Source: an optimization exercise on an open RTL-to-GDS flow (aim: small area, a short achievable clock period and few clock cycles per item). Production flows keep margins and buffers that such runs may drop. Function was checked by simulation only, so behaviour that the tests miss may differ from the original.

==> flow/design.v <==
module mul_csa (
  input  wire [15:0] x,
  input  wire [8:0]  one,
  input  wire [8:0]  two,
  input  wire [7:0]  neg,
  output wire [22:0] a,
  output wire [22:0] b,
  output wire        cl
);
  wire pp0_0 = ((one[0] & x[0])) ^ neg[0];
  wire pp0_1 = ((one[0] & x[1]) | (two[0] & x[0])) ^ neg[0];
  wire pp0_2 = ((one[0] & x[2]) | (two[0] & x[1])) ^ neg[0];
  wire pp0_3 = ((one[0] & x[3]) | (two[0] & x[2])) ^ neg[0];
  wire pp0_4 = ((one[0] & x[4]) | (two[0] & x[3])) ^ neg[0];
  wire pp0_5 = ((one[0] & x[5]) | (two[0] & x[4])) ^ neg[0];
  wire pp0_6 = ((one[0] & x[6]) | (two[0] & x[5])) ^ neg[0];
  wire pp0_7 = ((one[0] & x[7]) | (two[0] & x[6])) ^ neg[0];
  wire pp0_8 = ((one[0] & x[8]) | (two[0] & x[7])) ^ neg[0];
  wire pp0_9 = ((one[0] & x[9]) | (two[0] & x[8])) ^ neg[0];
  wire pp0_10 = ((one[0] & x[10]) | (two[0] & x[9])) ^ neg[0];
  wire pp0_11 = ((one[0] & x[11]) | (two[0] & x[10])) ^ neg[0];
  wire pp0_12 = ((one[0] & x[12]) | (two[0] & x[11])) ^ neg[0];
  wire pp0_13 = ((one[0] & x[13]) | (two[0] & x[12])) ^ neg[0];
  wire pp0_14 = ((one[0] & x[14]) | (two[0] & x[13])) ^ neg[0];
  wire pp0_15 = ((one[0] & x[15]) | (two[0] & x[14])) ^ neg[0];
  wire pp0_16 = ((two[0] & x[15])) ^ neg[0];
  wire ns0 = ~neg[0];
  wire pp1_0 = ((one[1] & x[0])) ^ neg[1];
  wire pp1_1 = ((one[1] & x[1]) | (two[1] & x[0])) ^ neg[1];
  wire pp1_2 = ((one[1] & x[2]) | (two[1] & x[1])) ^ neg[1];
  wire pp1_3 = ((one[1] & x[3]) | (two[1] & x[2])) ^ neg[1];
  wire pp1_4 = ((one[1] & x[4]) | (two[1] & x[3])) ^ neg[1];
  wire pp1_5 = ((one[1] & x[5]) | (two[1] & x[4])) ^ neg[1];
  wire pp1_6 = ((one[1] & x[6]) | (two[1] & x[5])) ^ neg[1];
  wire pp1_7 = ((one[1] & x[7]) | (two[1] & x[6])) ^ neg[1];
  wire pp1_8 = ((one[1] & x[8]) | (two[1] & x[7])) ^ neg[1];
  wire pp1_9 = ((one[1] & x[9]) | (two[1] & x[8])) ^ neg[1];
  wire pp1_10 = ((one[1] & x[10]) | (two[1] & x[9])) ^ neg[1];
  wire pp1_11 = ((one[1] & x[11]) | (two[1] & x[10])) ^ neg[1];
  wire pp1_12 = ((one[1] & x[12]) | (two[1] & x[11])) ^ neg[1];
  wire pp1_13 = ((one[1] & x[13]) | (two[1] & x[12])) ^ neg[1];
  wire pp1_14 = ((one[1] & x[14]) | (two[1] & x[13])) ^ neg[1];
  wire pp1_15 = ((one[1] & x[15]) | (two[1] & x[14])) ^ neg[1];
  wire pp1_16 = ((two[1] & x[15])) ^ neg[1];
  wire ns1 = ~neg[1];
  wire pp2_0 = ((one[2] & x[0])) ^ neg[2];
  wire pp2_1 = ((one[2] & x[1]) | (two[2] & x[0])) ^ neg[2];
  wire pp2_2 = ((one[2] & x[2]) | (two[2] & x[1])) ^ neg[2];
  wire pp2_3 = ((one[2] & x[3]) | (two[2] & x[2])) ^ neg[2];
  wire pp2_4 = ((one[2] & x[4]) | (two[2] & x[3])) ^ neg[2];
  wire pp2_5 = ((one[2] & x[5]) | (two[2] & x[4])) ^ neg[2];
  wire pp2_6 = ((one[2] & x[6]) | (two[2] & x[5])) ^ neg[2];
  wire pp2_7 = ((one[2] & x[7]) | (two[2] & x[6])) ^ neg[2];
  wire pp2_8 = ((one[2] & x[8]) | (two[2] & x[7])) ^ neg[2];
  wire pp2_9 = ((one[2] & x[9]) | (two[2] & x[8])) ^ neg[2];
  wire pp2_10 = ((one[2] & x[10]) | (two[2] & x[9])) ^ neg[2];
  wire pp2_11 = ((one[2] & x[11]) | (two[2] & x[10])) ^ neg[2];
  wire pp2_12 = ((one[2] & x[12]) | (two[2] & x[11])) ^ neg[2];
  wire pp2_13 = ((one[2] & x[13]) | (two[2] & x[12])) ^ neg[2];
  wire pp2_14 = ((one[2] & x[14]) | (two[2] & x[13])) ^ neg[2];
  wire pp2_15 = ((one[2] & x[15]) | (two[2] & x[14])) ^ neg[2];
  wire pp2_16 = ((two[2] & x[15])) ^ neg[2];
  wire ns2 = ~neg[2];
  wire pp3_0 = ((one[3] & x[0])) ^ neg[3];
  wire pp3_1 = ((one[3] & x[1]) | (two[3] & x[0])) ^ neg[3];
  wire pp3_2 = ((one[3] & x[2]) | (two[3] & x[1])) ^ neg[3];
  wire pp3_3 = ((one[3] & x[3]) | (two[3] & x[2])) ^ neg[3];
  wire pp3_4 = ((one[3] & x[4]) | (two[3] & x[3])) ^ neg[3];
  wire pp3_5 = ((one[3] & x[5]) | (two[3] & x[4])) ^ neg[3];
  wire pp3_6 = ((one[3] & x[6]) | (two[3] & x[5])) ^ neg[3];
  wire pp3_7 = ((one[3] & x[7]) | (two[3] & x[6])) ^ neg[3];
  wire pp3_8 = ((one[3] & x[8]) | (two[3] & x[7])) ^ neg[3];
  wire pp3_9 = ((one[3] & x[9]) | (two[3] & x[8])) ^ neg[3];
  wire pp3_10 = ((one[3] & x[10]) | (two[3] & x[9])) ^ neg[3];
  wire pp3_11 = ((one[3] & x[11]) | (two[3] & x[10])) ^ neg[3];
  wire pp3_12 = ((one[3] & x[12]) | (two[3] & x[11])) ^ neg[3];
  wire pp3_13 = ((one[3] & x[13]) | (two[3] & x[12])) ^ neg[3];
  wire pp3_14 = ((one[3] & x[14]) | (two[3] & x[13])) ^ neg[3];
  wire pp3_15 = ((one[3] & x[15]) | (two[3] & x[14])) ^ neg[3];
  wire pp3_16 = ((two[3] & x[15])) ^ neg[3];
  wire ns3 = ~neg[3];
  wire pp4_0 = ((one[4] & x[0])) ^ neg[4];
  wire pp4_1 = ((one[4] & x[1]) | (two[4] & x[0])) ^ neg[4];
  wire pp4_2 = ((one[4] & x[2]) | (two[4] & x[1])) ^ neg[4];
  wire pp4_3 = ((one[4] & x[3]) | (two[4] & x[2])) ^ neg[4];
  wire pp4_4 = ((one[4] & x[4]) | (two[4] & x[3])) ^ neg[4];
  wire pp4_5 = ((one[4] & x[5]) | (two[4] & x[4])) ^ neg[4];
  wire pp4_6 = ((one[4] & x[6]) | (two[4] & x[5])) ^ neg[4];
  wire pp4_7 = ((one[4] & x[7]) | (two[4] & x[6])) ^ neg[4];
  wire pp4_8 = ((one[4] & x[8]) | (two[4] & x[7])) ^ neg[4];
  wire pp4_9 = ((one[4] & x[9]) | (two[4] & x[8])) ^ neg[4];
  wire pp4_10 = ((one[4] & x[10]) | (two[4] & x[9])) ^ neg[4];
  wire pp4_11 = ((one[4] & x[11]) | (two[4] & x[10])) ^ neg[4];
  wire pp4_12 = ((one[4] & x[12]) | (two[4] & x[11])) ^ neg[4];
  wire pp4_13 = ((one[4] & x[13]) | (two[4] & x[12])) ^ neg[4];
  wire pp4_14 = ((one[4] & x[14]) | (two[4] & x[13])) ^ neg[4];
  wire pp4_15 = ((one[4] & x[15]) | (two[4] & x[14])) ^ neg[4];
  wire pp4_16 = ((two[4] & x[15])) ^ neg[4];
  wire ns4 = ~neg[4];
  wire pp5_0 = ((one[5] & x[0])) ^ neg[5];
  wire pp5_1 = ((one[5] & x[1]) | (two[5] & x[0])) ^ neg[5];
  wire pp5_2 = ((one[5] & x[2]) | (two[5] & x[1])) ^ neg[5];
  wire pp5_3 = ((one[5] & x[3]) | (two[5] & x[2])) ^ neg[5];
  wire pp5_4 = ((one[5] & x[4]) | (two[5] & x[3])) ^ neg[5];
  wire pp5_5 = ((one[5] & x[5]) | (two[5] & x[4])) ^ neg[5];
  wire pp5_6 = ((one[5] & x[6]) | (two[5] & x[5])) ^ neg[5];
  wire pp5_7 = ((one[5] & x[7]) | (two[5] & x[6])) ^ neg[5];
  wire pp5_8 = ((one[5] & x[8]) | (two[5] & x[7])) ^ neg[5];
  wire pp5_9 = ((one[5] & x[9]) | (two[5] & x[8])) ^ neg[5];
  wire pp5_10 = ((one[5] & x[10]) | (two[5] & x[9])) ^ neg[5];
  wire pp5_11 = ((one[5] & x[11]) | (two[5] & x[10])) ^ neg[5];
  wire pp5_12 = ((one[5] & x[12]) | (two[5] & x[11])) ^ neg[5];
  wire pp5_13 = ((one[5] & x[13]) | (two[5] & x[12])) ^ neg[5];
  wire pp5_14 = ((one[5] & x[14]) | (two[5] & x[13])) ^ neg[5];
  wire pp5_15 = ((one[5] & x[15]) | (two[5] & x[14])) ^ neg[5];
  wire pp5_16 = ((two[5] & x[15])) ^ neg[5];
  wire ns5 = ~neg[5];
  wire pp6_0 = ((one[6] & x[0])) ^ neg[6];
  wire pp6_1 = ((one[6] & x[1]) | (two[6] & x[0])) ^ neg[6];
  wire pp6_2 = ((one[6] & x[2]) | (two[6] & x[1])) ^ neg[6];
  wire pp6_3 = ((one[6] & x[3]) | (two[6] & x[2])) ^ neg[6];
  wire pp6_4 = ((one[6] & x[4]) | (two[6] & x[3])) ^ neg[6];
  wire pp6_5 = ((one[6] & x[5]) | (two[6] & x[4])) ^ neg[6];
  wire pp6_6 = ((one[6] & x[6]) | (two[6] & x[5])) ^ neg[6];
  wire pp6_7 = ((one[6] & x[7]) | (two[6] & x[6])) ^ neg[6];
  wire pp6_8 = ((one[6] & x[8]) | (two[6] & x[7])) ^ neg[6];
  wire pp6_9 = ((one[6] & x[9]) | (two[6] & x[8])) ^ neg[6];
  wire pp6_10 = ((one[6] & x[10]) | (two[6] & x[9])) ^ neg[6];
  wire pp6_11 = ((one[6] & x[11]) | (two[6] & x[10])) ^ neg[6];
  wire pp6_12 = ((one[6] & x[12]) | (two[6] & x[11])) ^ neg[6];
  wire pp6_13 = ((one[6] & x[13]) | (two[6] & x[12])) ^ neg[6];
  wire pp6_14 = ((one[6] & x[14]) | (two[6] & x[13])) ^ neg[6];
  wire pp6_15 = ((one[6] & x[15]) | (two[6] & x[14])) ^ neg[6];
  wire pp6_16 = ((two[6] & x[15])) ^ neg[6];
  wire ns6 = ~neg[6];
  wire pp7_0 = ((one[7] & x[0])) ^ neg[7];
  wire pp7_1 = ((one[7] & x[1]) | (two[7] & x[0])) ^ neg[7];
  wire pp7_2 = ((one[7] & x[2]) | (two[7] & x[1])) ^ neg[7];
  wire pp7_3 = ((one[7] & x[3]) | (two[7] & x[2])) ^ neg[7];
  wire pp7_4 = ((one[7] & x[4]) | (two[7] & x[3])) ^ neg[7];
  wire pp7_5 = ((one[7] & x[5]) | (two[7] & x[4])) ^ neg[7];
  wire pp7_6 = ((one[7] & x[6]) | (two[7] & x[5])) ^ neg[7];
  wire pp7_7 = ((one[7] & x[7]) | (two[7] & x[6])) ^ neg[7];
  wire pp7_8 = ((one[7] & x[8]) | (two[7] & x[7])) ^ neg[7];
  wire pp7_9 = ((one[7] & x[9]) | (two[7] & x[8])) ^ neg[7];
  wire pp7_10 = ((one[7] & x[10]) | (two[7] & x[9])) ^ neg[7];
  wire pp7_11 = ((one[7] & x[11]) | (two[7] & x[10])) ^ neg[7];
  wire pp7_12 = ((one[7] & x[12]) | (two[7] & x[11])) ^ neg[7];
  wire pp7_13 = ((one[7] & x[13]) | (two[7] & x[12])) ^ neg[7];
  wire pp7_14 = ((one[7] & x[14]) | (two[7] & x[13])) ^ neg[7];
  wire pp7_15 = ((one[7] & x[15]) | (two[7] & x[14])) ^ neg[7];
  wire pp7_16 = ((two[7] & x[15])) ^ neg[7];
  wire ns7 = ~neg[7];
  wire pp8_0 = one[8] & x[0];
  wire pp8_1 = one[8] & x[1];
  wire pp8_2 = one[8] & x[2];
  wire pp8_3 = one[8] & x[3];
  wire pp8_4 = one[8] & x[4];
  wire pp8_5 = one[8] & x[5];
  wire pp8_6 = one[8] & x[6];
  wire pp8_7 = one[8] & x[7];
  wire pp8_8 = one[8] & x[8];
  wire pp8_9 = one[8] & x[9];
  wire pp8_10 = one[8] & x[10];
  wire pp8_11 = one[8] & x[11];
  wire pp8_12 = one[8] & x[12];
  wire pp8_13 = one[8] & x[13];
  wire pp8_14 = one[8] & x[14];
  wire pp8_15 = one[8] & x[15];
  wire s1 = neg[5] ^ pp0_10;
  wire c2 = neg[5] & pp0_10;
  wire s3 = pp0_11 ^ pp1_9;
  wire c4 = pp0_11 & pp1_9;
  wire s5 = neg[6] ^ pp0_12 ^ pp1_10;
  wire c6 = (neg[6] & pp0_12) | (pp1_10 & (neg[6] ^ pp0_12));
  wire s7 = pp2_8 ^ pp3_6;
  wire c8 = pp2_8 & pp3_6;
  wire s9 = pp0_13 ^ pp1_11 ^ pp2_9;
  wire c10 = (pp0_13 & pp1_11) | (pp2_9 & (pp0_13 ^ pp1_11));
  wire s11 = pp3_7 ^ pp4_5;
  wire c12 = pp3_7 & pp4_5;
  wire s13 = neg[7] ^ pp0_14 ^ pp1_12;
  wire c14 = (neg[7] & pp0_14) | (pp1_12 & (neg[7] ^ pp0_14));
  wire s15 = pp2_10 ^ pp3_8 ^ pp4_6;
  wire c16 = (pp2_10 & pp3_8) | (pp4_6 & (pp2_10 ^ pp3_8));
  wire s17 = pp5_4 ^ pp6_2;
  wire c18 = pp5_4 & pp6_2;
  wire s19 = pp0_15 ^ pp1_13 ^ pp2_11;
  wire c20 = (pp0_15 & pp1_13) | (pp2_11 & (pp0_15 ^ pp1_13));
  wire s21 = pp3_9 ^ pp4_7 ^ pp5_5;
  wire c22 = (pp3_9 & pp4_7) | (pp5_5 & (pp3_9 ^ pp4_7));
  wire s23 = pp6_3 ^ pp7_1;
  wire c24 = pp6_3 & pp7_1;
  wire s25 = pp0_16 ^ pp1_14 ^ pp2_12;
  wire c26 = (pp0_16 & pp1_14) | (pp2_12 & (pp0_16 ^ pp1_14));
  wire s27 = pp3_10 ^ pp4_8 ^ pp5_6;
  wire c28 = (pp3_10 & pp4_8) | (pp5_6 & (pp3_10 ^ pp4_8));
  wire s29 = pp6_4 ^ pp7_2 ^ pp8_0;
  wire c30 = (pp6_4 & pp7_2) | (pp8_0 & (pp6_4 ^ pp7_2));
  wire s31 = neg[0] ^ pp1_15 ^ pp2_13;
  wire c32 = (neg[0] & pp1_15) | (pp2_13 & (neg[0] ^ pp1_15));
  wire s33 = pp3_11 ^ pp4_9 ^ pp5_7;
  wire c34 = (pp3_11 & pp4_9) | (pp5_7 & (pp3_11 ^ pp4_9));
  wire s35 = pp6_5 ^ pp7_3 ^ pp8_1;
  wire c36 = (pp6_5 & pp7_3) | (pp8_1 & (pp6_5 ^ pp7_3));
  wire s37 = neg[0] ^ pp1_16 ^ pp2_14;
  wire c38 = (neg[0] & pp1_16) | (pp2_14 & (neg[0] ^ pp1_16));
  wire s39 = pp3_12 ^ pp4_10 ^ pp5_8;
  wire c40 = (pp3_12 & pp4_10) | (pp5_8 & (pp3_12 ^ pp4_10));
  wire s41 = pp6_6 ^ pp7_4 ^ pp8_2;
  wire c42 = (pp6_6 & pp7_4) | (pp8_2 & (pp6_6 ^ pp7_4));
  wire s43 = ns0 ^ ns1 ^ pp2_15;
  wire c44 = (ns0 & ns1) | (pp2_15 & (ns0 ^ ns1));
  wire s45 = pp3_13 ^ pp4_11 ^ pp5_9;
  wire c46 = (pp3_13 & pp4_11) | (pp5_9 & (pp3_13 ^ pp4_11));
  wire s47 = pp6_7 ^ pp7_5 ^ pp8_3;
  wire c48 = (pp6_7 & pp7_5) | (pp8_3 & (pp6_7 ^ pp7_5));
  wire s49 = 1'b1 ^ pp2_16 ^ pp3_14;
  wire c50 = (1'b1 & pp2_16) | (pp3_14 & (1'b1 ^ pp2_16));
  wire s51 = pp4_12 ^ pp5_10 ^ pp6_8;
  wire c52 = (pp4_12 & pp5_10) | (pp6_8 & (pp4_12 ^ pp5_10));
  wire s53 = pp7_6 ^ pp8_4;
  wire c54 = pp7_6 & pp8_4;
  wire s55 = ns2 ^ pp3_15 ^ pp4_13;
  wire c56 = (ns2 & pp3_15) | (pp4_13 & (ns2 ^ pp3_15));
  wire s57 = pp5_11 ^ pp6_9 ^ pp7_7;
  wire c58 = (pp5_11 & pp6_9) | (pp7_7 & (pp5_11 ^ pp6_9));
  wire s59 = 1'b1 ^ pp3_16 ^ pp4_14;
  wire c60 = (1'b1 & pp3_16) | (pp4_14 & (1'b1 ^ pp3_16));
  wire s61 = pp5_12 ^ pp6_10;
  wire c62 = pp5_12 & pp6_10;
  wire s63 = ns3 ^ pp4_15 ^ pp5_13;
  wire c64 = (ns3 & pp4_15) | (pp5_13 & (ns3 ^ pp4_15));
  wire s65 = 1'b1 ^ pp4_16;
  wire c66 = 1'b1 & pp4_16;
  wire s67 = neg[3] ^ pp0_6;
  wire c68 = neg[3] & pp0_6;
  wire s69 = pp0_7 ^ pp1_5;
  wire c70 = pp0_7 & pp1_5;
  wire s71 = neg[4] ^ pp0_8 ^ pp1_6;
  wire c72 = (neg[4] & pp0_8) | (pp1_6 & (neg[4] ^ pp0_8));
  wire s73 = pp2_4 ^ pp3_2;
  wire c74 = pp2_4 & pp3_2;
  wire s75 = pp0_9 ^ pp1_7 ^ pp2_5;
  wire c76 = (pp0_9 & pp1_7) | (pp2_5 & (pp0_9 ^ pp1_7));
  wire s77 = pp3_3 ^ pp4_1;
  wire c78 = pp3_3 & pp4_1;
  wire s79 = pp1_8 ^ pp2_6 ^ pp3_4;
  wire c80 = (pp1_8 & pp2_6) | (pp3_4 & (pp1_8 ^ pp2_6));
  wire s81 = pp4_2 ^ pp5_0 ^ s1;
  wire c82 = (pp4_2 & pp5_0) | (s1 & (pp4_2 ^ pp5_0));
  wire s83 = pp2_7 ^ pp3_5 ^ pp4_3;
  wire c84 = (pp2_7 & pp3_5) | (pp4_3 & (pp2_7 ^ pp3_5));
  wire s85 = pp5_1 ^ c2 ^ s3;
  wire c86 = (pp5_1 & c2) | (s3 & (pp5_1 ^ c2));
  wire s87 = pp4_4 ^ pp5_2 ^ pp6_0;
  wire c88 = (pp4_4 & pp5_2) | (pp6_0 & (pp4_4 ^ pp5_2));
  wire s89 = c4 ^ s5 ^ s7;
  wire c90 = (c4 & s5) | (s7 & (c4 ^ s5));
  wire s91 = pp5_3 ^ pp6_1 ^ c6;
  wire c92 = (pp5_3 & pp6_1) | (c6 & (pp5_3 ^ pp6_1));
  wire s93 = c8 ^ s9 ^ s11;
  wire c94 = (c8 & s9) | (s11 & (c8 ^ s9));
  wire s95 = pp7_0 ^ c10 ^ c12;
  wire c96 = (pp7_0 & c10) | (c12 & (pp7_0 ^ c10));
  wire s97 = s13 ^ s15 ^ s17;
  wire c98 = (s13 & s15) | (s17 & (s13 ^ s15));
  wire s99 = c14 ^ c16 ^ c18;
  wire c100 = (c14 & c16) | (c18 & (c14 ^ c16));
  wire s101 = s19 ^ s21 ^ s23;
  wire c102 = (s19 & s21) | (s23 & (s19 ^ s21));
  wire s103 = c20 ^ c22 ^ c24;
  wire c104 = (c20 & c22) | (c24 & (c20 ^ c22));
  wire s105 = s25 ^ s27 ^ s29;
  wire c106 = (s25 & s27) | (s29 & (s25 ^ s27));
  wire s107 = c26 ^ c28 ^ c30;
  wire c108 = (c26 & c28) | (c30 & (c26 ^ c28));
  wire s109 = s31 ^ s33 ^ s35;
  wire c110 = (s31 & s33) | (s35 & (s31 ^ s33));
  wire s111 = c32 ^ c34 ^ c36;
  wire c112 = (c32 & c34) | (c36 & (c32 ^ c34));
  wire s113 = s37 ^ s39 ^ s41;
  wire c114 = (s37 & s39) | (s41 & (s37 ^ s39));
  wire s115 = c38 ^ c40 ^ c42;
  wire c116 = (c38 & c40) | (c42 & (c38 ^ c40));
  wire s117 = s43 ^ s45 ^ s47;
  wire c118 = (s43 & s45) | (s47 & (s43 ^ s45));
  wire s119 = c44 ^ c46 ^ c48;
  wire c120 = (c44 & c46) | (c48 & (c44 ^ c46));
  wire s121 = s49 ^ s51 ^ s53;
  wire c122 = (s49 & s51) | (s53 & (s49 ^ s51));
  wire s123 = pp8_5 ^ c50 ^ c52;
  wire c124 = (pp8_5 & c50) | (c52 & (pp8_5 ^ c50));
  wire s125 = c54 ^ s55 ^ s57;
  wire c126 = (c54 & s55) | (s57 & (c54 ^ s55));
  wire s127 = pp7_8 ^ pp8_6 ^ c56;
  wire c128 = (pp7_8 & pp8_6) | (c56 & (pp7_8 ^ pp8_6));
  wire s129 = c58 ^ s59 ^ s61;
  wire c130 = (c58 & s59) | (s61 & (c58 ^ s59));
  wire s131 = pp6_11 ^ pp7_9 ^ pp8_7;
  wire c132 = (pp6_11 & pp7_9) | (pp8_7 & (pp6_11 ^ pp7_9));
  wire s133 = c60 ^ c62 ^ s63;
  wire c134 = (c60 & c62) | (s63 & (c60 ^ c62));
  wire s135 = pp5_14 ^ pp6_12 ^ pp7_10;
  wire c136 = (pp5_14 & pp6_12) | (pp7_10 & (pp5_14 ^ pp6_12));
  wire s137 = pp8_8 ^ c64 ^ s65;
  wire c138 = (pp8_8 & c64) | (s65 & (pp8_8 ^ c64));
  wire s139 = ns4 ^ pp5_15 ^ pp6_13;
  wire c140 = (ns4 & pp5_15) | (pp6_13 & (ns4 ^ pp5_15));
  wire s141 = pp7_11 ^ pp8_9 ^ c66;
  wire c142 = (pp7_11 & pp8_9) | (c66 & (pp7_11 ^ pp8_9));
  wire s143 = 1'b1 ^ pp5_16 ^ pp6_14;
  wire c144 = (1'b1 & pp5_16) | (pp6_14 & (1'b1 ^ pp5_16));
  wire s145 = pp7_12 ^ pp8_10;
  wire c146 = pp7_12 & pp8_10;
  wire s147 = ns5 ^ pp6_15 ^ pp7_13;
  wire c148 = (ns5 & pp6_15) | (pp7_13 & (ns5 ^ pp6_15));
  wire s149 = 1'b1 ^ pp6_16;
  wire c150 = 1'b1 & pp6_16;
  wire s151 = neg[2] ^ pp0_4;
  wire c152 = neg[2] & pp0_4;
  wire s153 = pp0_5 ^ pp1_3;
  wire c154 = pp0_5 & pp1_3;
  wire s155 = pp1_4 ^ pp2_2 ^ pp3_0;
  wire c156 = (pp1_4 & pp2_2) | (pp3_0 & (pp1_4 ^ pp2_2));
  wire s157 = pp2_3 ^ pp3_1 ^ c68;
  wire c158 = (pp2_3 & pp3_1) | (c68 & (pp2_3 ^ pp3_1));
  wire s159 = pp4_0 ^ c70 ^ s71;
  wire c160 = (pp4_0 & c70) | (s71 & (pp4_0 ^ c70));
  wire s161 = c72 ^ c74 ^ s75;
  wire c162 = (c72 & c74) | (s75 & (c72 ^ c74));
  wire s163 = c76 ^ c78 ^ s79;
  wire c164 = (c76 & c78) | (s79 & (c76 ^ c78));
  wire s165 = c80 ^ s83 ^ c82;
  wire c166 = (c80 & s83) | (c82 & (c80 ^ s83));
  wire s167 = c84 ^ s87 ^ c86;
  wire c168 = (c84 & s87) | (c86 & (c84 ^ s87));
  wire s169 = c88 ^ c90 ^ s91;
  wire c170 = (c88 & c90) | (s91 & (c88 ^ c90));
  wire s171 = c92 ^ c94 ^ s95;
  wire c172 = (c92 & c94) | (s95 & (c92 ^ c94));
  wire s173 = c96 ^ c98 ^ s99;
  wire c174 = (c96 & c98) | (s99 & (c96 ^ c98));
  wire s175 = c100 ^ c102 ^ s103;
  wire c176 = (c100 & c102) | (s103 & (c100 ^ c102));
  wire s177 = c104 ^ c106 ^ s107;
  wire c178 = (c104 & c106) | (s107 & (c104 ^ c106));
  wire s179 = c108 ^ c110 ^ s111;
  wire c180 = (c108 & c110) | (s111 & (c108 ^ c110));
  wire s181 = c112 ^ c114 ^ s115;
  wire c182 = (c112 & c114) | (s115 & (c112 ^ c114));
  wire s183 = c116 ^ c118 ^ s119;
  wire c184 = (c116 & c118) | (s119 & (c116 ^ c118));
  wire s185 = c120 ^ c122 ^ s123;
  wire c186 = (c120 & c122) | (s123 & (c120 ^ c122));
  wire s187 = c124 ^ c126 ^ s127;
  wire c188 = (c124 & c126) | (s127 & (c124 ^ c126));
  wire s189 = s131 ^ c128 ^ c130;
  wire c190 = (s131 & c128) | (c130 & (s131 ^ c128));
  wire s191 = c132 ^ s135 ^ c134;
  wire c192 = (c132 & s135) | (c134 & (c132 ^ s135));
  wire s193 = c136 ^ s139 ^ c138;
  wire c194 = (c136 & s139) | (c138 & (c136 ^ s139));
  wire s195 = c140 ^ s143 ^ s145;
  wire c196 = (c140 & s143) | (s145 & (c140 ^ s143));
  wire s197 = pp8_11 ^ c144 ^ c146;
  wire c198 = (pp8_11 & c144) | (c146 & (pp8_11 ^ c144));
  wire s199 = pp7_14 ^ pp8_12 ^ c148;
  wire c200 = (pp7_14 & pp8_12) | (c148 & (pp7_14 ^ pp8_12));
  wire s201 = ns6 ^ pp7_15 ^ pp8_13;
  wire c202 = (ns6 & pp7_15) | (pp8_13 & (ns6 ^ pp7_15));
  wire s203 = 1'b1 ^ pp7_16;
  wire c204 = 1'b1 & pp7_16;
  wire s205 = neg[1] ^ pp0_2;
  wire c206 = neg[1] & pp0_2;
  wire s207 = pp0_3 ^ pp1_1;
  wire c208 = pp0_3 & pp1_1;
  wire s209 = pp1_2 ^ pp2_0 ^ s151;
  wire c210 = (pp1_2 & pp2_0) | (s151 & (pp1_2 ^ pp2_0));
  wire s211 = pp2_1 ^ c152 ^ s153;
  wire c212 = (pp2_1 & c152) | (s153 & (pp2_1 ^ c152));
  wire s213 = s67 ^ c154 ^ s155;
  wire c214 = (s67 & c154) | (s155 & (s67 ^ c154));
  wire s215 = s69 ^ c156 ^ s157;
  wire c216 = (s69 & c156) | (s157 & (s69 ^ c156));
  wire s217 = s73 ^ c158 ^ s159;
  wire c218 = (s73 & c158) | (s159 & (s73 ^ c158));
  wire s219 = s77 ^ c160 ^ s161;
  wire c220 = (s77 & c160) | (s161 & (s77 ^ c160));
  wire s221 = s81 ^ c162 ^ s163;
  wire c222 = (s81 & c162) | (s163 & (s81 ^ c162));
  wire s223 = s85 ^ c164 ^ s165;
  wire c224 = (s85 & c164) | (s165 & (s85 ^ c164));
  wire s225 = s89 ^ c166 ^ s167;
  wire c226 = (s89 & c166) | (s167 & (s89 ^ c166));
  wire s227 = s93 ^ c168 ^ s169;
  wire c228 = (s93 & c168) | (s169 & (s93 ^ c168));
  wire s229 = s97 ^ c170 ^ s171;
  wire c230 = (s97 & c170) | (s171 & (s97 ^ c170));
  wire s231 = s101 ^ c172 ^ s173;
  wire c232 = (s101 & c172) | (s173 & (s101 ^ c172));
  wire s233 = s105 ^ c174 ^ s175;
  wire c234 = (s105 & c174) | (s175 & (s105 ^ c174));
  wire s235 = s109 ^ c176 ^ s177;
  wire c236 = (s109 & c176) | (s177 & (s109 ^ c176));
  wire s237 = s113 ^ c178 ^ s179;
  wire c238 = (s113 & c178) | (s179 & (s113 ^ c178));
  wire s239 = s117 ^ c180 ^ s181;
  wire c240 = (s117 & c180) | (s181 & (s117 ^ c180));
  wire s241 = s121 ^ c182 ^ s183;
  wire c242 = (s121 & c182) | (s183 & (s121 ^ c182));
  wire s243 = s125 ^ c184 ^ s185;
  wire c244 = (s125 & c184) | (s185 & (s125 ^ c184));
  wire s245 = s129 ^ c186 ^ s187;
  wire c246 = (s129 & c186) | (s187 & (s129 ^ c186));
  wire s247 = s133 ^ c188 ^ s189;
  wire c248 = (s133 & c188) | (s189 & (s133 ^ c188));
  wire s249 = s137 ^ c190 ^ s191;
  wire c250 = (s137 & c190) | (s191 & (s137 ^ c190));
  wire s251 = s141 ^ c192 ^ s193;
  wire c252 = (s141 & c192) | (s193 & (s141 ^ c192));
  wire s253 = c142 ^ s195 ^ c194;
  wire c254 = (c142 & s195) | (c194 & (c142 ^ s195));
  wire s255 = s147 ^ c196 ^ s197;
  wire c256 = (s147 & c196) | (s197 & (s147 ^ c196));
  wire s257 = s149 ^ c198 ^ s199;
  wire c258 = (s149 & c198) | (s199 & (s149 ^ c198));
  wire s259 = c150 ^ s201 ^ c200;
  wire c260 = (c150 & s201) | (c200 & (c150 ^ s201));
  wire s261 = pp8_14 ^ c202 ^ s203;
  wire c262 = (pp8_14 & c202) | (s203 & (pp8_14 ^ c202));
  wire [7:0] la = {c214, c212, c210, c208, c206, pp1_0, pp0_1, neg[0]};
  wire [7:0] lb = {s215, s213, s211, s209, s207, s205, 1'b0, pp0_0};
  wire [8:0] ls = {1'b0, la} + {1'b0, lb};
  assign cl = ls[8];
  assign a[0] = c216;
  assign b[0] = s217;
  assign a[1] = c218;
  assign b[1] = s219;
  assign a[2] = c220;
  assign b[2] = s221;
  assign a[3] = c222;
  assign b[3] = s223;
  assign a[4] = c224;
  assign b[4] = s225;
  assign a[5] = c226;
  assign b[5] = s227;
  assign a[6] = c228;
  assign b[6] = s229;
  assign a[7] = c230;
  assign b[7] = s231;
  assign a[8] = c232;
  assign b[8] = s233;
  assign a[9] = c234;
  assign b[9] = s235;
  assign a[10] = c236;
  assign b[10] = s237;
  assign a[11] = c238;
  assign b[11] = s239;
  assign a[12] = c240;
  assign b[12] = s241;
  assign a[13] = c242;
  assign b[13] = s243;
  assign a[14] = c244;
  assign b[14] = s245;
  assign a[15] = c246;
  assign b[15] = s247;
  assign a[16] = c248;
  assign b[16] = s249;
  assign a[17] = c250;
  assign b[17] = s251;
  assign a[18] = c252;
  assign b[18] = s253;
  assign a[19] = c254;
  assign b[19] = s255;
  assign a[20] = c256;
  assign b[20] = s257;
  assign a[21] = c258;
  assign b[21] = s259;
  assign a[22] = c260;
  assign b[22] = s261;
endmodule
module booth_enc (
    input  wire [15:0] c,
    output wire [8:0]  one,
    output wire [8:0]  two,
    output wire [7:0]  neg
);
    wire [18:0] ce = {2'b00, c, 1'b0};
    genvar j;
    generate
        for (j = 0; j < 9; j = j + 1) begin : g
            wire b2 = ce[2*j+2];
            wire b1 = ce[2*j+1];
            wire b0 = ce[2*j];
            assign one[j] = b1 ^ b0;
            assign two[j] = (b2 & ~b1 & ~b0) | (~b2 & b1 & b0);
            if (j < 8) begin : gn
                assign neg[j] = b2;
            end
        end
    endgenerate
endmodule
module prefix16 (
    input  wire [15:0] g,
    input  wire [15:0] p,
    output wire        G,
    output wire        P
);
    wire [7:0] ga, pa;
    wire [3:0] gb, pb;
    wire [1:0] gc, pc;
    genvar i;
    generate
        for (i = 0; i < 8; i = i + 1) begin : l1
            assign ga[i] = g[2*i+1] | (p[2*i+1] & g[2*i]);
            assign pa[i] = p[2*i+1] & p[2*i];
        end
        for (i = 0; i < 4; i = i + 1) begin : l2
            assign gb[i] = ga[2*i+1] | (pa[2*i+1] & ga[2*i]);
            assign pb[i] = pa[2*i+1] & pa[2*i];
        end
        for (i = 0; i < 2; i = i + 1) begin : l3
            assign gc[i] = gb[2*i+1] | (pb[2*i+1] & gb[2*i]);
            assign pc[i] = pb[2*i+1] & pb[2*i];
        end
    endgenerate
    assign G = gc[1] | (pc[1] & gc[0]);
    assign P = pc[1] & pc[0];
endmodule
module ahb_lite_fir_filter (
    input  wire        clk,
    input  wire        n_rst,
    input  wire        hsel,
    input  wire [3:0]  haddr,
    input  wire        hsize,
    input  wire [1:0]  htrans,
    input  wire        hwrite,
    input  wire [15:0] hwdata,
    output reg  [15:0] hrdata,
    output reg         hresp
);
    wire xfer = hsel & (htrans != 2'b00);
    always @(*) begin
        hresp = 1'b0;
        if (xfer) begin
            if (hwrite) hresp = (haddr[3:2] == 2'b00) | (haddr == 4'd15);
            else        hresp = (haddr == 4'd15);
        end
    end
    wire wr_ok    = xfer & hwrite & (haddr[3:2] != 2'b00) & (haddr != 4'd15);
    wire s_wr_nx  = wr_ok & (haddr[3:1] == 3'd2);
    reg        wv;           
    reg        hw_lo;        
    reg        hw_hi;
    reg [3:0]  wa;
    reg        ws;
    reg [3:0]  ra;           
    reg        rs;
    always @(posedge clk, negedge n_rst) begin
        if (!n_rst) begin
            wv <= 1'b0; hw_lo <= 1'b0; hw_hi <= 1'b0;
        end else begin
            wv    <= wr_ok;
            hw_lo <= s_wr_nx & (hsize | ~haddr[0]);
            hw_hi <= s_wr_nx & (hsize | haddr[0]);
        end
    end
    always @(posedge clk) begin
        wa <= haddr;
        ws <= hsize;
        ra <= haddr;
        rs <= hsize;
    end
    wire w_lo  = ws | ~wa[0];
    wire w_hi  = ws | wa[0];
    wire s_wr  = hw_lo | hw_hi;                        
    wire ld    = wv & (wa == 4'd14) & hwdata[0];       
    wire [3:0] f_wr;
    assign f_wr[0] = wv & (wa[3:1] == 3'd3);
    assign f_wr[1] = wv & (wa[3:1] == 3'd4);
    assign f_wr[2] = wv & (wa[3:1] == 3'd5);
    assign f_wr[3] = wv & (wa[3:1] == 3'd6);
    reg [15:0] F0, F1, F2, F3;       
    reg [15:0] C0, C1, C2, C3;       
    reg [15:0] S, H1, H2;            
    reg [15:0] result;               
    reg        rneg;                 
    reg        err;
    reg [1:0] zf0, zf1, zf2, zf3;    
    reg [1:0] zc0, zc1, zc2, zc3;    
    reg       zs, zh1, zh2, zr;      
    always @(posedge clk, negedge n_rst) begin
        if (!n_rst) begin
            zf0 <= 2'b11; zf1 <= 2'b11; zf2 <= 2'b11; zf3 <= 2'b11;
            zc0 <= 2'b11; zc1 <= 2'b11; zc2 <= 2'b11; zc3 <= 2'b11;
        end else begin
            if (f_wr[0] & w_lo) zf0[0] <= 1'b0;
            if (f_wr[0] & w_hi) zf0[1] <= 1'b0;
            if (f_wr[1] & w_lo) zf1[0] <= 1'b0;
            if (f_wr[1] & w_hi) zf1[1] <= 1'b0;
            if (f_wr[2] & w_lo) zf2[0] <= 1'b0;
            if (f_wr[2] & w_hi) zf2[1] <= 1'b0;
            if (f_wr[3] & w_lo) zf3[0] <= 1'b0;
            if (f_wr[3] & w_hi) zf3[1] <= 1'b0;
            if (ld) begin
                zc0 <= zf0; zc1 <= zf1; zc2 <= zf2; zc3 <= zf3;
            end
        end
    end
    always @(posedge clk) begin
        begin
            if (f_wr[0] & w_lo) F0[7:0]  <= hwdata[7:0];
            if (f_wr[0] & w_hi) F0[15:8] <= hwdata[15:8];
            if (f_wr[1] & w_lo) F1[7:0]  <= hwdata[7:0];
            if (f_wr[1] & w_hi) F1[15:8] <= hwdata[15:8];
            if (f_wr[2] & w_lo) F2[7:0]  <= hwdata[7:0];
            if (f_wr[2] & w_hi) F2[15:8] <= hwdata[15:8];
            if (f_wr[3] & w_lo) F3[7:0]  <= hwdata[7:0];
            if (f_wr[3] & w_hi) F3[15:8] <= hwdata[15:8];
        end
    end
    always @(posedge clk) begin
        if (ld) begin
            C0 <= F0; C1 <= F1; C2 <= F2; C3 <= F3;
        end
    end
    wire [15:0] F0v = {zf0[1] ? 8'd0 : F0[15:8], zf0[0] ? 8'd0 : F0[7:0]};
    wire [15:0] F1v = {zf1[1] ? 8'd0 : F1[15:8], zf1[0] ? 8'd0 : F1[7:0]};
    wire [15:0] F2v = {zf2[1] ? 8'd0 : F2[15:8], zf2[0] ? 8'd0 : F2[7:0]};
    wire [15:0] F3v = {zf3[1] ? 8'd0 : F3[15:8], zf3[0] ? 8'd0 : F3[7:0]};
    wire [15:0] C3v = {zc3[1] ? 8'd0 : C3[15:8], zc3[0] ? 8'd0 : C3[7:0]};
    localparam J_IDLE = 3'd0, J_L3 = 3'd1, J_L2 = 3'd2, J_W2 = 3'd3, J_T1 = 3'd4;
    localparam T_NONE = 3'd0, T_P0 = 3'd5, T_L3 = 3'd1, T_L2 = 3'd2, T_W2 = 3'd3, T_T1 = 3'd4;
    reg        pend;         
    reg        acc_ok;       
    reg [2:0]  jq;           
    reg        shifted;      
    reg        msh;          
    reg [1:0]  mbk;          
    reg [2:0]  tag;          
    reg [2:0]  mop;          
    reg        sx_s, sx_h1, sx_h2;           
    reg        sc0, sc1, sc2, sc3;           
    reg [17:0] ACC;          
    wire complete_now = pend & acc_ok & (tag == T_P0);
    wire step = (mop != T_P0);
    wire gs  = sx_s  & ~zs;
    wire gh1 = sx_h1 & ~zh1;
    wire gh2 = sx_h2 & ~zh2;
    wire [15:0] xo = ({16{gs}} & S) | ({16{gh1}} & H1) | ({16{gh2}} & H2);
    wire [7:0] ca_lo = ({8{sc0 & ~zc0[0]}} & C0[7:0]) | ({8{sc1 & ~zc1[0]}} & C1[7:0])
                     | ({8{sc2 & ~zc2[0]}} & C2[7:0]) | ({8{sc3 & ~zc3[0]}} & C3[7:0]);
    wire [7:0] ca_hi = ({8{sc0 & ~zc0[1]}} & C0[15:8]) | ({8{sc1 & ~zc1[1]}} & C1[15:8])
                     | ({8{sc2 & ~zc2[1]}} & C2[15:8]) | ({8{sc3 & ~zc3[1]}} & C3[15:8]);
    wire [15:0] ca = {ca_hi, ca_lo};
    wire [15:0] xa = {hw_hi ? hwdata[15:8] : xo[15:8], hw_lo ? hwdata[7:0] : xo[7:0]};
    wire [8:0] a_one, a_two;
    wire [7:0] a_neg;
    booth_enc ENCA (.c(ca), .one(a_one), .two(a_two), .neg(a_neg));
    wire [22:0] ma_a, ma_b;
    wire        ma_c;
    mul_csa MA (.x(xa), .one(a_one), .two(a_two), .neg(a_neg), .a(ma_a), .b(ma_b), .cl(ma_c));
    reg [22:0] pa, pb;
    reg        pcl;
    always @(posedge clk) begin
        pa  <= ma_a;
        pb  <= ma_b;
        pcl <= ma_c;
    end
    wire [24:0] U2  = {1'b0, pa, 1'b1} + {1'b0, pb, pcl};
    wire [23:0] U   = U2[24:1];
    wire [15:0] T   = U[22:7];
    wire [7:0]  lo2 = {1'b0, pa[6:0]} + {1'b0, pb[6:0]} + {7'd0, pcl};
    wire        cin = lo2[7];
    wire [15:0] ph  = pa[22:7];
    wire [15:0] qh  = pb[22:7];
    wire [15:0] nk  = ~ACC[15:0];
    wire [15:0] sv  = ph ^ qh ^ nk;
    wire [15:0] cm  = (ph & qh) | (ph & nk) | (qh & nk);
    wire [15:0] g1 = ph & qh;
    wire [15:0] p1 = ph | qh;
    wire [15:0] g2 = sv & {cm[14:0], 1'b0};
    wire [15:0] p2 = sv | {cm[14:0], 1'b0};
    wire gw, pw, gr, pr;
    prefix16 PW (.g(g1), .p(p1), .G(gw), .P(pw));
    prefix16 PR (.g(g2), .p(p2), .G(gr), .P(pr));
    wire w    = gw | (pw & cin);
    wire c16  = gr | (pr & cin);
    wire ovf3 = ~ACC[17] & ACC[16];
    wire err4 = ACC[17] & (w ? (cm[15] & c16) : (cm[15] | c16));
    wire err_n = ovf3 | err4;
    wire        a_sub = (tag == T_P0) | (tag == T_L2) | (tag == T_W2);
    wire [17:0] a_op  = (tag == T_W2) ? {2'b00, M3} : (tag == T_L3) ? 18'd0 : ACC;
    wire [18:0] a_s2  = {a_op, 1'b1} + {{2'b00, T} ^ {18{a_sub}}, a_sub};
    wire [17:0] a_sum = a_s2[18:1];
    wire        mb_act = (mbk != 2'd3);
    wire [15:0] xm = ({16{~msh & ~zh1}} & H1) | ({16{msh & ~zh2}} & H2);
    reg  [2:0]  mneg, mone, mtwo;    
    wire [16:0] mg0 = ({17{mone[0]}} & {1'b0, xm}) | ({17{mtwo[0]}} & {xm, 1'b0});
    wire [16:0] mg1 = ({17{mone[1]}} & {1'b0, xm}) | ({17{mtwo[1]}} & {xm, 1'b0});
    wire [16:0] mg2 = ({17{mone[2]}} & {1'b0, xm}) | ({17{mtwo[2]}} & {xm, 1'b0});
    reg         mbp;                 
    reg  [21:0] mbacc;
    wire [15:0] M3 = mbacc[15:0];
    wire [26:0] r0 = {{8{mneg[0]}}, mg0 ^ {17{mneg[0]}}, 1'b0, (mbk != 2'd0) & mbp};
    wire [26:0] r1 = {{6{mneg[1]}}, mg1 ^ {17{mneg[1]}}, 1'b0, mneg[0], 2'b00};
    wire [26:0] r2 = {{4{mneg[2]}}, mg2 ^ {17{mneg[2]}}, 1'b0, mneg[1], 4'b0000};
    wire [26:0] r3 = (mbk == 2'd0) ? 27'd0 : {{6{mbacc[21]}}, mbacc[21:1]};
    wire [26:0] k1s = r0 ^ r1 ^ r2;
    wire [26:0] k1c = {((r0 & r1) | (r0 & r2) | (r1 & r2)), 1'b0};
    wire [26:0] k2s = k1s ^ k1c ^ r3;
    wire [26:0] k2c = {((k1s & k1c) | (k1s & r3) | (k1c & r3)), 1'b0};
    wire [26:0] mbsum = k2s + k2c;
    always @(posedge clk) begin
        if (mb_act) begin
            mbacc <= mbsum[26:5];
            mbp   <= mneg[2];
        end
        if (tag == T_L3 || tag == T_L2 || tag == T_W2 || tag == T_T1) ACC <= a_sum;
    end
    reg [2:0] jq_n;
    always @(*) begin
        if (ld)        jq_n = J_L3;
        else if (step) jq_n = (mop == T_L3) ? J_L2 : (mop == T_T1) ? J_IDLE : J_T1;
        else           jq_n = complete_now ? J_W2 : jq;
    end
    wire [2:0] tag_n    = ld ? T_NONE : mop;
    wire       pend_n   = s_wr | (pend & ~complete_now);
    wire       acc_ok_n = ~ld & ~complete_now & (acc_ok | (tag == T_T1));
    wire       shift_n  = ~ld & ~complete_now & (shifted | s_wr);
    wire [1:0] mbk_n    = (ld | complete_now) ? 2'd0 : (mbk == 2'd3) ? 2'd3 : mbk + 2'd1;
    wire       cpl_nx = pend_n & acc_ok_n & (tag_n == T_P0);
    wire [2:0] jq_nx  = cpl_nx ? J_W2 : jq_n;
    wire       sh_nx  = shift_n & ~cpl_nx;
    reg  [2:0] mop_n;
    always @(*) begin
        if (s_wr_nx) mop_n = T_P0;
        else case (jq_nx)
            J_L3:    mop_n = T_L3;
            J_L2:    mop_n = T_L2;
            J_W2:    mop_n = T_W2;
            J_T1:    mop_n = T_T1;
            default: mop_n = T_P0;
        endcase
    end
    wire [15:0] c3_n = ld ? F3v : C3v;
    wire [18:0] c3e  = {2'b00, c3_n, 1'b0};
    reg  [6:0]  cw;
    always @(*) begin
        case (mbk_n)
            2'd0:    cw = c3e[6:0];
            2'd1:    cw = c3e[12:6];
            default: cw = c3e[18:12];
        endcase
    end
    reg [2:0] mneg_n, mone_n, mtwo_n;
    integer q;
    always @(*) begin
        for (q = 0; q < 3; q = q + 1) begin
            mone_n[q] = cw[2*q+1] ^ cw[2*q];
            mtwo_n[q] = (cw[2*q+2] & ~cw[2*q+1] & ~cw[2*q]) | (~cw[2*q+2] & cw[2*q+1] & cw[2*q]);
            mneg_n[q] = cw[2*q+2];
        end
    end
    always @(posedge clk, negedge n_rst) begin
        if (!n_rst) begin
            mone <= 3'd0; mtwo <= 3'd0; mneg <= 3'd0;
        end else begin
            mone <= mone_n; mtwo <= mtwo_n; mneg <= mneg_n;
        end
    end
    always @(posedge clk, negedge n_rst) begin
        if (!n_rst) begin
            zs <= 1'b1; zh1 <= 1'b1; zh2 <= 1'b1; zr <= 1'b1;
            err <= 1'b0;
            pend <= 1'b0; acc_ok <= 1'b0;
            jq <= J_L3; shifted <= 1'b0; msh <= 1'b0; mbk <= 2'd0; tag <= T_NONE;
            mop <= T_L3;
            sx_s <= 1'b0; sx_h1 <= 1'b0; sx_h2 <= 1'b1;
            sc0 <= 1'b0; sc1 <= 1'b0; sc2 <= 1'b0; sc3 <= 1'b1;
        end else begin
            if (s_wr) begin
                zs  <= 1'b0;
                zh1 <= zs;
                zh2 <= zh1;
            end
            if (complete_now) begin
                err <= err_n;
                zr  <= 1'b0;
            end
            if (ld) err <= 1'b0;
            pend    <= pend_n;
            acc_ok  <= acc_ok_n;
            jq      <= jq_n;
            shifted <= shift_n;
            msh     <= ~ld & ~complete_now & (msh | s_wr);
            mbk     <= mbk_n;
            tag     <= tag_n;
            mop     <= mop_n;
            sx_s    <= (mop_n == T_P0) | ((mop_n == T_T1) & ~sh_nx);
            sx_h1   <= ((mop_n == T_T1) & sh_nx) | (((mop_n == T_L2) | (mop_n == T_W2)) & ~sh_nx);
            sx_h2   <= (mop_n == T_L3) | (((mop_n == T_L2) | (mop_n == T_W2)) & sh_nx);
            sc0     <= (mop_n == T_P0);
            sc1     <= (mop_n == T_T1);
            sc2     <= (mop_n == T_L2) | (mop_n == T_W2);
            sc3     <= (mop_n == T_L3);
        end
    end
    always @(posedge clk) begin
        if (s_wr) begin
            S  <= xa;
            H1 <= S;
            H2 <= H1;
        end
        if (complete_now) begin
            result <= a_sum[15:0];
            rneg   <= a_sum[17];
        end
    end
    wire busy_o = pend & ~complete_now;
    wire err_o  = complete_now ? err_n : err;
    wire [15:0] rmag = rneg ? (~result + 16'd1) : result;
    reg [15:0] rv;
    always @(*) begin
        case (ra[3:1])
            3'd0:    rv = {7'd0, err_o, 7'd0, busy_o};
            3'd1:    rv = zr ? 16'd0 : rmag;
            3'd2:    rv = zs ? 16'd0 : S;
            3'd3:    rv = F0v;
            3'd4:    rv = F1v;
            3'd5:    rv = F2v;
            3'd6:    rv = F3v;
            default: rv = 16'd0;
        endcase
        hrdata[15:8] = (rs | ra[0])  ? rv[15:8] : 8'd0;
        hrdata[7:0]  = (rs | ~ra[0]) ? rv[7:0]  : 8'd0;
    end
endmodule
==> flow/flow/run.sh <==
#!/bin/bash
bash standard.sh SETUP_SLACK_MARGIN=6.3 finish > standard.log 2>&1
==> flow/standard.sh <==
#!/bin/bash
# synth_recipe.tcl (not shown) runs the flow's synth.tcl, then flattens the netlist and writes it again
# the make line also repeats each setting of config.mk as NAME=value (left out here)
make -C /OpenROAD-flow-scripts/flow DESIGN_CONFIG=/design/flow/config.mk WORK_HOME=/design/flow/orfs CLKGATE_MAP_FILE= SYNTH_SCRIPT=/design/flow/synth_recipe.tcl "${@:-finish}"
==> flow/config.mk <==
export PLATFORM = sky130hd
export DESIGN_NAME = ahb_lite_fir_filter
export DESIGN_NICKNAME = ahb_lite_fir_filter
export VERILOG_FILES = /design/flow/design.v
export SDC_FILE = /design/flow/constraint.sdc
export NUM_CORES = 4
export LEC_CHECK = 0
export ABC_AREA = 1
export CAP_MARGIN = 20
export CORE_MARGIN = 2
export CORE_UTILIZATION = 40
export SETUP_SLACK_MARGIN = 5
export SLEW_MARGIN = 20
==> flow/constraint.sdc <==
create_clock -name core_clock -period 11.0 [get_ports {clk}]
set_input_delay 2.2000 -clock core_clock [delete_from_list [all_inputs] [get_ports {clk}]]
set_output_delay 2.2000 -clock core_clock [all_outputs]
set_load 0.01 [all_outputs]
==> results of run 1 <==
==> state kept, by name, summed over array words and instances, names as in the netlist, 18 cells and up <==
signal  count
mbacc      22
pa         23
ACC        18
pb         23
==> placed cells by master (no fill, tap or decap), types with 14 or more instances in the layout <==
cell,count
fa_2,34
nand4_1,15
inv_1,448
o22ai_4,14
dfstp_2,24
xnor2_1,33
buf_4,152
nor2_1,162
nand2_2,25
nor3_1,27
o22ai_1,167
ha_1,105
a31oi_1,21
a21oi_1,91
buf_12,29
fa_1,128
buf_6,14
o21ai_0,80
buf_2,18
dfxtp_1,49
nand2_1,355
dfrtp_1,27
o22ai_2,35
xor2_1,212
edfxtp_1,234
inv_2,51
nand3_1,97
clkbuf_16,47
==> stage by stage <==
stage	hold WS, ps	instance area [um2]	utilization	instances
after global placement	427.8	26720	0.4267	3568
after detailed placement	433.6	26720	0.4267	3568
after global routing	438.6	30610	0.4888	3821
final	417.8	30610	0.4888	3821
after floorplan	426.4	25580	-	2736
after CTS	421.0	29790	0.4757	3773
==> cell families (layout without fill, tap and decap cells) <==
logic type / count (synthesis) / after routing / synth area share
simple gates: 752 / 752 / 0.1274
xor+xnor: 248 / 248 / 0.08621
compound gates: 522 / 522 / 0.1329
fa+ha+maj: 272 / 272 / 0.1833
flops: 341 / 341 / 0.3760
buf+inv: 601 / 840 / 0.09415
==> cells in the mapped netlist, drive strengths merged, types with 4 or more instances <==
cell type,count
buf,49
inv,513
nand3b,4
o21bai,4
edfxtp,234
a221oi,5
dfrtp,31
nand4,16
a211oi,5
o31ai,6
nand3,111
a21o,6
clkbuf,31
clkinv,8
o21ai,112
nor2,181
o21a,10
nor3,36
xor2,215
a31oi,22
o2111ai,4
o22ai,216
or2,7
ha,110
a32oi,9
dfstp,24
fa,162
nand2,389
xnor2,33
dfxtp,52
a21oi,104
==> critical path, stage by stage (launching register included) <==
cell      delay (ps)
edfxtp_1         350
inv_2             60
fa_1             570
inv_1             50
nand2_1           70
o21ai_2           80
nor2_2           110
inv_1             50
nor2_1           120
nand3_1          100
nand3_2           90
nand2_2           80
nand2_2           90
nand2_2           60
nand2_1           60
nand2_1           60
a21oi_2          140
buf_2            160
==> final timing paths <==
kind | end | start | cells after the start
worst max register to register | pb[14] | sc3 | 17
worst min-delay path | C0[0] | F0[0] | 0
worst min register to register | C0[0] | F0[0] | 0
min in group asynchronous | sc1 | n_rst | 2
max in group asynchronous | mneg[0] | n_rst | 2
worst max-delay path | hrdata[8] | ACC[6] | 17
==> area by class of cell <==
class	instances	share of cell area
multi-input combinational	1794	0.4681
sequential	341	0.3099
timing repair buffer	242	0.07697
inverter	521	0.06598
clock buffer	55	0.03761
tap	846	0.03458
clock inverter	21	0.006663
timing repair inverter	1	0.0001635
==> repair_timing <==
| item | CTS | global route |
|---|---|---|
| buffers inserted | 125 | 42 |
| endpoints found under the setup margin | 90 | 64 |
| gates cloned | 4 | 5 |
| gates resized for setup | 237 | 178 |
| pin swaps | 60 | 67 |
==> layer usage <==
metal,up-vias,track usage
li1,9499,-
met1,10030,0.3217
met2,902,0.3807
met3,192,0.04993
met4,0,0.1033
met5,-,0
==> reports/qor.txt, run 1 <==
Worst-Skew Late Latency -> 610 ps
Fmax -> 0.1961 GHz
Vias in the first global route -> 20390
Crit-path max FO -> 2
Critical Path AT -> 2900 ps
Die height -> 255.0 um
Max Cap Viol -> 0
Synth warn -> 1
Seq/Total Area, Yosys -> 0.3760
Total CTS buffers -> 41
DR vias -> 20620
Num rows -> 92
Critical Path RT -> 8800 ps
Slew headroom -> 0.2356
Crit start category -> register
Root Driver -> clkbuf_16
Setup violators final -> 0
Clock period minus worst slack -> 5099 ps
Via density -> 5.397
Area delta synth->final -> 21.48%
Synth top area share -> 0.2789
ANT nets after route -> 0
Maximum clock path buffer count -> 3
DP HPWL -> 56.57 mm
Metal2 WL -> 35.88 mm
Die Width -> 255.0 um
First-pass GRT wire length -> 119.2 mm
DRT Wirelength -> 78.88 mm
Fin nets -> 3241
Count of buffers from port buffering -> 43
Storage element area -> 9485 um2
Post-DR wirelength/cell -> 20.64 um
Drt first pass iters -> 6
Hold violation count in the final report -> 0
Clk sinks -> 341
I/O Pins -> 44
RSZ-0062 raised after global routing -> yes
CTS tree -> built
Cts hold-fix bufs -> 0
Most used flip-flop cell after synthesis -> edfxtp_1
Diode count -> 0
Largest net degree at the start of global routing -> 78
Syn Inst Count -> 2736
CP Class -> register to output port
Share of layout cells above drive strength 1 -> 0.2087
Post-synth EDFFs -> 234
Die ar. -> 65010 um2
Metal-1 WL -> 32.70 mm
Overflow after GRT -> 0
Tightest Hold Check Type -> register to register
Netlist cell types -> 61
Cell taking the most area after synthesis -> edfxtp_1
Final setup TNS -> 0 ps
CP endpoint kind -> output port
Cell area after synthesis -> 25200 um2
Async S/R FF share, synth -> 0.1613
Synthesis-stage register bit count -> 341
Worst clock skew -> 49.43 ps
Core outline area -> 62620 um2
Syn Area/Cell -> 9.209 um2
Actual slew at the worst max-slew pin -> 1142 ps
Footprint of the multi-input gates -> 14330 um2
R2R Setup Slk -> 6450 ps
Met3 wire length -> 6.542 mm
Net Count, Synth -> 3035
Final worst setup slack -> 5901 ps
DR iter-0 viols -> 1926
Max Slew Vio Count -> 0
Synth top area cells -> edfxtp_1 (28%), fa_1 (13%), xor2_1 (7.5%)
Clock Pin Slew Worst Setup and Hold Paths -> 60 ps
Total GRT Usage -> 0.2411
Worst slack, placed -> 4930 ps
Status -> finished clean
GP Congestion -> 0.9223
FILL cells -> 5734
Initial antenna violation count -> 1
H-tree levels -> 2
Uppermost routed layer -> met4
Remaining DRCs -> 0
Starting Density -> 0.4024
Final Cycle Share -> 0.4636
Testbench counts, summed over its fixed seeds: cycles 4,880, samples 1,600.
==> run 2: changes to the inputs <==
==> flow/flow/run.sh (replaced) <==
#!/bin/bash
bash standard.sh SETUP_SLACK_MARGIN=5.7 CTS_BUF_LIST=sky130_fd_sc_hd__clkbuf_8 finish > standard.log 2>&1
==> reports/qor.txt, run 2 <==
Seq/Total Area, Yosys -> 0.3760 (unchanged)
Final Cycle Share -> 0.4819 (+0.01835)
DR vias -> 19950 (-3.3%)
Hold violation count in the final report -> 0 (unchanged)
Critical Path AT -> 3100 ps (+200 ps)
Count of buffers from port buffering -> 43 (unchanged)
Die ar. -> 65010 um2 (unchanged)
Count leader, synth -> inv_1
Post-synth EDFFs -> 234 (unchanged)
Overflow after GRT -> 0 (unchanged)
Slew headroom -> 0.3020 (+0.06641)
Core outline area -> 62620 um2 (unchanged)
Initial antenna violation count -> 1 (unchanged)
Die Width -> 255.0 um (unchanged)
Vias in the first global route -> 19670 (-3.5%)
Crit-path max FO -> 2 (unchanged)
Netlist cell types -> 61 (unchanged)
CP Class -> register to output port
DR iter-0 viols -> 1877 (-2.5%)
Crit-path cells -> fa_1 > nand2_2 > o21a_1 > nand2_2 > nor2_2 > nand3_1 > nand3_1 > nand2_1 > nand2_2 > nand2_1 > nand2_1 > nand2_1 > a21oi_4 > buf_6
ANT nets after route -> 0 (unchanged)
Die height -> 255.0 um (unchanged)
Setup violators final -> 0 (unchanged)
Crit path largest cell delay -> 480 ps (-90 ps)
Most frequent cells in the layout -> inv_1 (495), nand2_1 (363), edfxtp_1 (234)
Root Driver -> clkbuf_8
Worst-Skew Late Latency -> 720 ps (+110 ps)
DRT Wirelength -> 75.59 mm (-4.2%)
RSZ-0062 raised after global routing -> yes
Area delta synth->final -> 13.22%
Fin nets -> 3128 (-3.5%)
Crit Reg-Reg Endpoint -> pb[14]
Max Slew Vio Count -> 0 (unchanged)
Starting Density -> 0.4024 (unchanged)
Maximum clock path buffer count -> 3 (unchanged)
Drt first pass iters -> 6 (unchanged)
Status -> finished clean
Share of layout cells above drive strength 1 -> 0.1152 (-0.09350)
Final setup TNS -> 0 ps (unchanged)
Fmax -> 0.1886 GHz (-3.8%)
Clk sinks -> 341 (unchanged)
Final worst setup slack -> 5699 ps (-201.9 ps)
Critical Path RT -> 8800 ps (about the same)
Via density -> 5.350 (-0.87%)
Largest net degree at the start of global routing -> 78 (unchanged)
Clock period minus worst slack -> 5301 ps (+201.9 ps)
I/O Pins -> 44 (unchanged)
CP dominant cell by count -> nand2_1
Synth top area share -> 0.2789 (unchanged)
CP endpoint kind -> output port
Num rows -> 92 (unchanged)
Most common cell after layout, fill and taps aside -> inv_1
DP HPWL -> 56.53 mm (about the same)
H-tree levels -> 2 (unchanged)
Most used flip-flop cell after synthesis -> edfxtp_1
Critical R2R Launch -> zc2[1]
CTS tree -> built
Crit-path slowest cell -> fa_1
Async S/R FF share, synth -> 0.1613 (unchanged)
Tightest Hold Check Type -> register to register
Synthesis-stage register bit count -> 341 (unchanged)
Max Cap Viol -> 0 (unchanged)
Worst clock skew -> 68.60 ps (+19.17 ps)
Largest regs -> pa (23), pb (23), mbacc (22)
Total CTS buffers -> 61 (+49%)
Cell taking the most area after synthesis -> edfxtp_1
Critical path destination -> hrdata[8]
Most frequent cells after synthesis -> inv_1 (498), nand2_1 (373), edfxtp_1 (234)
Crit start category -> register
Post-DR wirelength/cell -> 20.28 um (-1.8%)
Net Count, Synth -> 3035 (unchanged)
GP Congestion -> 0.9092 (-1.4%)
Actual slew at the worst max-slew pin -> 1047 ps (-95.39 ps)
Total GRT Usage -> 0.2333 (-0.007846)
Final Util -> 0.4556 (-0.03323)
Remaining DRCs -> 0 (unchanged)
Worst slack, placed -> 4778 ps (-151.7 ps)
Synth top area cells -> edfxtp_1 (28%), fa_1 (13%), xor2_1 (7.5%)
Syn Area/Cell -> 9.209 um2 (unchanged)
First-pass GRT wire length -> 115.9 mm (-2.7%)
Hold Path Origin -> S[13]
CP startpoint -> ACC[15]
Syn Inst Count -> 2736 (unchanged)
Synth warn -> 1 (unchanged)
Reg2Reg Depth -> 17 (unchanged)
R2R Setup Slk -> 5800 ps (-650 ps)
Clock Pin Slew Worst Setup and Hold Paths -> 60 ps (about the same)
Cell area after synthesis -> 25200 um2 (unchanged)
[run 2: cells by family (layout without fill, tap and decap cells)]
kind of cell,Yosys count,after routing,synth area share
compound gates,522,522,0.1329
xor+xnor,248,248,0.08621
fa+ha+maj,272,272,0.1833
buf+inv,601,746,0.09415
flops,341,341,0.3760
other cells,0,1,0
simple gates,752,752,0.1274
[run 2: how the worst min path moves through the flow]
stage / depth (start not counted) / to
2_1_floorplan: 0 / H1[11]
4_1_cts: 0 / H1[13]
3_3_place_gp: 0 / C2[14]
5_1_grt: 0 / H1[13]
3_5_place_dp: 0 / H2[15]
6_report: 0 / H1[13]
[run 2: repair_timing]
item,in CTS,in global routing
setup buffers,12,26
endpoints found under the setup margin,41,43
hold buffers,0,0
pin swaps,6,16
gates resized for setup,52,59
[run 2: layer usage]
metal,share of wire,routed length [um],track usage,vias to the layer above
met1,0.44,33470,0.3313,9697
li1,-,-,-,9273
met2,0.45,34210,0.3697,836
met4,0.025,1918,0.06383,0
met3,0.079,5996,0.03722,140
met5,0,0,0,-
[run 2: area by class of cell]
cell class / count / area [um2]
Sequential cell: 341 / 9478
Antenna cell: 1 / 2.502
Inverter: 521 / 1989
Multi-Input combinational cell: 1794 / 13630
Tap cell: 846 / 1059
Timing Repair Buffer: 110 / 978.4
Fill cell: 6008 / 34090
Clock inverter: 40 / 355.3
Clock buffer: 75 / 1032
[run 2: per-stage QoR]
step	instances	cell area [um2]	hold slack [ps]
2_1_floorplan	2736	25200	426.4
3_3_place_gp	3574	26490	429.9
3_5_place_dp	3574	26500	432.6
4_1_cts	3701	28130	417.2
5_1_grt	3728	28530	439.0
6_report	3728	28530	414.5
[run 2: worst max-delay path: cells and delay by family (launching register included)]
kind                       cells  cell delay [ps]
and+or+nand+nor               10              930
buffers and inverters          1              140
DFF                            1              440
AOI/OAI and AO/OA              2              390
adders and majority gates      1              480

[separate check: timing with driven ports]
No port has a modelled driver above. Below, the same layouts with a new extraction and two added sets of constraints.
Step 1, drivers: a clkbuf_16 drives clk and a buf_2 each remaining input, both assumed.
Step 2 moves the port delays by t, midway between the first and last clock arrival at a register: inputs arrive t later, outputs are due t later. That takes back most of the time a late clock gives input paths.
Slacks: ideal ports / drivers / drivers and shift; pairs: ideal ports / drivers.
run	shift t [ns]	slack for setup (ns)	worst register clock-pin slew, ns	worst slew at a driven data input, ns	cell pins on the clock port's net
run 1	0.645	5.901 / 5.837 / 5.711	0.07 / 0.07	0.05	1
run 2	0.740	5.699 / 5.642 / 5.078	0.07 / 0.07	0.04	1
After both steps every run listed still meets setup and hold. For run 2, which loses most, drivers alone change the setup slack by -0.057 ns; drivers and shift together by -0.621 ns.
